This is an optimization exercise on Yosys and OpenROAD, whose aim is small area, not a production implementation.
At most, simulation tests tie the RTL to the original design; equivalence was not proved.
Power is estimated from default activity; no workload was simulated.

== 02-08 ==
==> flow/design.v (excerpt) <==
module configure (
	input             ctrl_s_axi_aclk,
	input             ctrl_s_axi_aresetn,
	input      [31:0] ctrl_s_axi_awaddr,
	input             ctrl_s_axi_awvalid,
	output            ctrl_s_axi_awready,
	input      [31:0] ctrl_s_axi_wdata,
	input      [3:0]  ctrl_s_axi_wstrb,
	input             ctrl_s_axi_wvalid,
	output            ctrl_s_axi_wready,
	output     [1:0]  ctrl_s_axi_bresp,
	output            ctrl_s_axi_bvalid,
	input             ctrl_s_axi_bready,
	input      [31:0] ctrl_s_axi_araddr,
	input             ctrl_s_axi_arvalid,
	output            ctrl_s_axi_arready,
	output     [31:0] ctrl_s_axi_rdata,
	output     [1:0]  ctrl_s_axi_rresp,
	output            ctrl_s_axi_rvalid,
	input             ctrl_s_axi_rready,
	input      [31:0] udt_state,
	input             state_valid,
	output            state_ready,
	output            Req_Connect,
	input             Res_Connect,
	output            Req_Close,
	input             Res_Close,
	input             Peer_Req_Close,
	output reg        Peer_Res_Close,
	output reg        user_valid,
	input             user_ready,
	output reg [31:0] Snd_Buffer_Size,
	output reg [31:0] Rev_Buffer_Size,
	output reg [31:0] FlightFlagSize,
	output reg [31:0] MSSize,
	output reg [31:0] INIT_SEQ
);
For scale: roughly 240 flip-flops, ~350 I/O pins, ~12000 um^2 of cells after synthesis.
export LEC_CHECK = 0
export CAP_MARGIN = 20
export CORE_MARGIN = 2
export CORE_UTILIZATION = 40
export CTS_CLUSTER_DIAMETER = 60
export CTS_CLUSTER_SIZE = 20
export SLEW_MARGIN = 20
create_clock -name core_clock -period 5.0 [get_ports {ctrl_s_axi_aclk}]
standard.sh (not shown) runs the stock make flow with config.mk's settings and CLKGATE_MAP_FILE= SYNTH_SCRIPT=/design/flow/synth_recipe.tcl, a recipe that flattens the netlist after the stock synthesis.
==> flow/flow/run.sh <==
#!/bin/bash
set -euo pipefail
export BUFFER_PORTS_ARGS="-buffer_cell sky130_fd_sc_hd__buf_1"
bash standard.sh > standard.log 2>&1
What 04-21 does differently from 02-08 at the input level:
diff --git a/flow/config.mk b/flow/config.mk
--- a/flow/config.mk
+++ b/flow/config.mk
@@ -8,6 +8,6 @@
 export CAP_MARGIN = 20
 export CORE_MARGIN = 2
-export CORE_UTILIZATION = 40
+export CORE_UTILIZATION = 65
 export CTS_CLUSTER_DIAMETER = 60
-export CTS_CLUSTER_SIZE = 20
+export CTS_CLUSTER_SIZE = 30
 export SLEW_MARGIN = 20
## What came out
04-21 finished end to end and its layout was clean on timing, DRC and antenna.
Going from 02-08 to 04-21, clock network fraction of design power now smaller; last weighted congestion value of the routability-driven placer now larger; share of layout cells above drive strength 1 now smaller; combined area of the multi-input logic cells comparable; proportion of power drawn by combinational gates now larger.
Summary: maximum clock frequency, 04-21 better than 02-08
In 04-21 relative to 02-08, via-per-instance ratio had gone up by more than 10%.
Function was not checked in any run of this note: the RTL went through the layout flow alone.


== the reference run ==
configure again, from the RTL that the note above started with.
clock: 5.0 ns
lec_check: 0
cap_margin: 20
core_margin: 2
core_utilization: 40
slew_margin: 20
Scripts as last shown in full above: flow/flow/run.sh
Relative to the reference run, the following input files were edited for the trial run:
- CTS_BUF_LIST: unset -> sky130_fd_sc_hd__clkbuf_4
## What came out
Against the reference run as the reference, the trial run delivers a higher clock skew.
The trial run has final cell count above what the reference run had.
STATUS register-to-register slack: the trial run loses against the reference run
Number of global-route vias before repair: the reference run and the trial run compared, higher one is the trial run
As of the trial run, wire length had risen slightly compared to the reference run.
Measured against each other, the reference run and the trial run differ in clock period minus final worst setup slack, the lower figure coming from the reference run.
Slew at the pin with the worst max-slew slack: the trial run > the reference run
The trial run ended up with a higher cell area after layout than the reference run did.
Comparing the reference run with the trial run, the fraction of synthesized cell area in xor and xnor cells came out essentially unchanged.
Post-cts hold buffer count: the reference run vs the trial run identical
No run of this note included a check of the RTL's function; only the layout flow was run.


== trial 63 ==
configure, a different RTL version from the one above (not shown whole).
Size in the first run: roughly 1100 cells after synthesis, roughly 0.011 mm^2 of cells after synthesis.
clock: 5.0 ns
lec_check: 0
cap_margin: 20
core_area: 2.3 2.72 149.04 146.88
die_area: 0 0 151.25 151.25
place_density: 0.8
slew_margin: 20
==> flow/flow/run.sh <==
#!/bin/bash
# The standard layout with these changes:
#  - after the standard synthesis, the combinational cells are re-mapped for
#    area (flow/reopt.sh); the flip-flops stay exactly as synthesis made them
#  - the port buffers are the smallest buffer cell
#  - clock tree synthesis inserts no dummy loads and uses larger sink clusters
set -euo pipefail
export BUFFER_PORTS_ARGS="-buffer_cell sky130_fd_sc_hd__buf_1"
export CTS_ARGS="-sink_clustering_enable -repair_clock_nets -dont_use_dummy_load -sink_clustering_size 30 -sink_clustering_max_diameter 80"
R=orfs/results/sky130hd/configure/base
bash standard.sh synth > synth.log 2>&1
cp $R/1_2_yosys.v standard_1_2_yosys.v
bash flow/reopt.sh "$PWD/standard_1_2_yosys.v" "$PWD/reopt_1_2_yosys.v" "$PWD/reopt.log"
cp reopt_1_2_yosys.v $R/1_2_yosys.v
rm -f $R/1_synth.odb $R/1_synth.sdc
bash standard.sh > standard.log 2>&1
==> flow/flow/reopt.sh <==
#!/bin/bash
# reopt.sh IN.v OUT.v LOG
# Re-maps the combinational cells of a mapped netlist for area with ABC, keeping
# every flip-flop instance (its name and cell type) exactly as it is.
set -euo pipefail
IN=$1; OUT=$2; LOG=$3
PLAT=$FLOW_HOME/platforms/sky130hd
LIB=$PLAT/lib/sky130_fd_sc_hd__tt_025C_1v80.lib
DU=$(sed -n '/^export DONT_USE_CELLS/,/^$/p' $PLAT/config.mk | grep -o 'sky130_fd_sc_hd__[a-z0-9_]*' | sed 's/^/-dont_use /' | tr '\n' ' ')
FLOPS=$(grep -o 'sky130_fd_sc_hd__[a-z0-9_]*' $IN | sort -u | grep -E '__(df|edf|sdf|sedf|dl)' | tr '\n' ' ')
W=$(dirname $OUT)
cat > $W/reopt_abc.script <<EOS
&get -n
&st
&syn2
&dch -f
&nf -a -R 1000
&syn2
&dch -f
&nf -a -R 1000
&put
EOS
cat > $W/reopt.ys <<EOS
read_liberty -ignore_miss_func $LIB
read_verilog $IN
hierarchy -top configure
setattr -mod -set keep_hierarchy 1 $FLOPS
flatten
select configure
opt_clean -purge
abc -liberty $LIB $DU -script $W/reopt_abc.script
opt_clean -purge
hilomap -singleton -hicell sky130_fd_sc_hd__conb_1 HI -locell sky130_fd_sc_hd__conb_1 LO
splitnets
opt_clean -purge
stat -liberty $LIB
write_verilog -noattr -nohex -nodec -selected $OUT
EOS
yosys -l $LOG $W/reopt.ys > /dev/null
In summary, trial 63 completed successfully, with a layout that passed the timing, design-rule and antenna checks.
## Diff of input files: trial 77 against trial 63
Settings: PLACE_DENSITY removed (was 0.8).
-- flow/flow/run.sh --
<<< trial 63, line 9
export CTS_ARGS="-sink_clustering_enable -repair_clock_nets -dont_use_dummy_load -sink_clustering_size 30 -sink_clustering_max_diameter 80"
>>> trial 77, line 9
export CTS_ARGS="-sink_clustering_enable -repair_clock_nets -dont_use_dummy_load -sink_clustering_size 24 -sink_clustering_max_diameter 70"
## What came out
The sequential share of cell area number comes out higher for trial 63 vs trial 77. In the flow results for trial 77 and trial 63, the CTS buffer count is larger on trial 77. Compared with trial 63, trial 77 shows worst-case setup slack after placement higher by 0.099 ns. NOTE sum of net half-perimeters after detailed placement trial 63->trial 77 increased slightly. Changes observed in trial 77 relative to trial 63: total wire length increased 1.9%, setup slack after layout decreased 0.22 ns.


== build 70 ==
Another version of the RTL of configure (not shown whole).
Size in the first run: about 1100 cells after synthesis, ~240 flip-flops, roughly 0.011 mm² of cells after synthesis.
Settings: LEC_CHECK=0, CAP_MARGIN=20, CORE_MARGIN=2, CORE_UTILIZATION=65, SLEW_MARGIN=20; clock period 5.0 ns.
==> flow/flow/run.sh <==
#!/bin/bash
set -euo pipefail
export BUFFER_PORTS_ARGS="-buffer_cell sky130_fd_sc_hd__buf_1"
export CTS_ARGS="-sink_clustering_enable -repair_clock_nets -dont_use_dummy_load -sink_clustering_size 16 -sink_clustering_max_diameter 40 -buf_list sky130_fd_sc_hd__clkbuf_8"
bash standard.sh > standard.log 2>&1
Build 70 finished all stages; the layout is clean.
[inputs] build 35 vs build 70
Settings: CORE_UTILIZATION: 65 -> 40.
==> flow/flow/run.sh <==
#!/bin/bash
set -euo pipefail
export BUFFER_PORTS_ARGS="-buffer_cell sky130_fd_sc_hd__buf_1"
export CTS_ARGS="-sink_clustering_enable -repair_clock_nets -dont_use_dummy_load -sink_clustering_size 20 -sink_clustering_max_diameter 60"
bash standard.sh > standard.log 2>&1
[summary]
Note that the count of clock-buffer cells in the layout recorded for build 35 amounts to 0.60 times the value seen in build 70.
For wire length on met2, dividing the value from build 70 by the value from build 35 gives 0.886.
The layout buffering overhead excluding clock cells of build 70 and that of build 35 are within noise of each other.
Setup changes, build 35 to build 21
Settings: CORE_UTILIZATION: 40 -> 50.
==> flow/flow/run.sh <==
#!/bin/bash
# The standard layout with these changes:
#  - after the standard synthesis, the combinational cells are re-mapped for
#    area (flow/reopt.sh); the flip-flops stay exactly as synthesis made them
#  - the port buffers are the smallest buffer cell
#  - clock tree synthesis inserts no dummy loads and uses larger sink clusters
set -euo pipefail
export BUFFER_PORTS_ARGS="-buffer_cell sky130_fd_sc_hd__buf_1"
export CTS_ARGS="-sink_clustering_enable -repair_clock_nets -dont_use_dummy_load -sink_clustering_size 30 -sink_clustering_max_diameter 50"
R=orfs/results/sky130hd/configure/base
bash standard.sh synth > synth.log 2>&1
cp $R/1_2_yosys.v standard_1_2_yosys.v
bash flow/reopt.sh "$PWD/standard_1_2_yosys.v" "$PWD/reopt_1_2_yosys.v" "$PWD/reopt.log"
cp reopt_1_2_yosys.v $R/1_2_yosys.v
rm -f $R/1_synth.odb $R/1_synth.sdc
bash standard.sh > standard.log 2>&1
==> flow/flow/reopt.sh (new file) <==
#!/bin/bash
# reopt.sh IN.v OUT.v LOG
# Re-maps the combinational cells of a mapped netlist for area with ABC, keeping
# every flip-flop instance (its name and cell type) exactly as it is.
set -euo pipefail
IN=$1; OUT=$2; LOG=$3
PLAT=$FLOW_HOME/platforms/sky130hd
LIB=$PLAT/lib/sky130_fd_sc_hd__tt_025C_1v80.lib
DU=$(sed -n '/^export DONT_USE_CELLS/,/^$/p' $PLAT/config.mk | grep -o 'sky130_fd_sc_hd__[a-z0-9_]*' | sed 's/^/-dont_use /' | tr '\n' ' ')
FLOPS=$(grep -o 'sky130_fd_sc_hd__[a-z0-9_]*' $IN | sort -u | grep -E '__(df|edf|sdf|sedf|dl)' | tr '\n' ' ')
W=$(dirname $OUT)
cat > $W/reopt_abc.script <<EOS
&get -n
&st
&syn2
&dch -f
&nf -a -R 1000
&syn2
&dch -f
&nf -a -R 1000
&put
EOS
cat > $W/reopt.ys <<EOS
read_liberty -ignore_miss_func $LIB
read_verilog $IN
hierarchy -top configure
setattr -mod -set keep_hierarchy 1 $FLOPS
flatten
select configure
opt_clean -purge
abc -liberty $LIB $DU -script $W/reopt_abc.script
opt_clean -purge
hilomap -singleton -hicell sky130_fd_sc_hd__conb_1 HI -locell sky130_fd_sc_hd__conb_1 LO
splitnets
opt_clean -purge
stat -liberty $LIB
write_verilog -noattr -nohex -nodec -selected $OUT
EOS
yosys -l $LOG $W/reopt.ys > /dev/null
Notes after the runs:
Summary of the comparison: utilization is higher in build 21, relative to build 35. For build 35, the slowest stage cell on the critical path was sky130_fd_sc_hd__a21boi_2, unlike build 21, where it was sky130_fd_sc_hd__nor2_2. Number of non-clock inverters in the layout grows by more than half when moving from build 35 to build 21. In the flow results for build 35 and build 21, the routed wirelength normalized by instance count is smaller on build 21. Between build 35 and build 21, switching power summed over all nets is lower for build 21, build 35 comes in above that. Between build 21 and build 35, it is build 21 whose die area is lower, by 24%. The global-route usage over all layers number comes out lower for build 35 vs build 21. Of the two candidates, build 35 has the worse wire length of the first global-routing pass and build 21 the better one. Final routed wirelength across all metal layers of build 21 falls short of that of build 35 by a few percent. Cell area reported after detailed placement, build 35 and build 21, higher one = build 35. Setup slack: build 21 less than build 35. In build 21 the final area turned out about 2% lower than in build 35.

[re-timing with driven ports]
How much do the figures lean on ideal ports? The routed layouts below were timed once more, with nothing changed but the port constraints. Step 1 (the two cells are an assumption about what drives the block):
set clk [get_ports {ctrl_s_axi_aclk}]
set_driving_cell -lib_cell sky130_fd_sc_hd__clkbuf_16 $clk
set_driving_cell -lib_cell sky130_fd_sc_hd__buf_2 [delete_from_list [all_inputs] $clk]
Step 2 moves the port delays by t, midway between the first and last clock arrival at a register: inputs arrive t later, outputs are due t later. That takes back most of the time a late clock gives input paths. a / b / c = no drivers / after step 1 / after step 2; a / b = the first two.
run	t (ns)	setup slack, ns	hold slack, ns	worst register clock-pin slew, ns	pins driven straight from the clock port
02-08	0.561	1.369 / 1.369 / 1.143	0.497 / 0.497 / 0.497	0.08 / 0.08	1
04-21	0.532	1.516 / 1.516 / 1.277	0.479 / 0.479 / 0.479	0.10 / 0.10	1
the reference run	0.570	1.376 / 1.376 / 1.149	0.495 / 0.495 / 0.495	0.06 / 0.06	1
the trial run	0.693	1.343 / 1.343 / 1.164	0.479 / 0.451 / 0.495	0.07 / 0.07	1
trial 63	0.518	1.330 / 1.330 / 1.063	0.501 / 0.501 / 0.501	0.12 / 0.12	1
trial 77	0.530	1.110 / 1.110 / 0.944	0.504 / 0.504 / 0.504	0.10 / 0.10	1
build 70	0.555	0.903 / 0.903 / 0.903	0.487 / 0.487 / 0.487	0.09 / 0.09	1
build 35	0.550	1.161 / 1.161 / 1.161	0.384 / 0.367 / 0.488	0.08 / 0.08	1
build 21	0.570	0.495 / 0.495 / 0.495	0.491 / 0.491 / 0.491	0.08 / 0.08	1
After both steps setup and hold are still met in every run listed. The setup slack of trial 63, which loses most, moves by 0.000 ns with the drivers and by -0.267 ns with both steps.
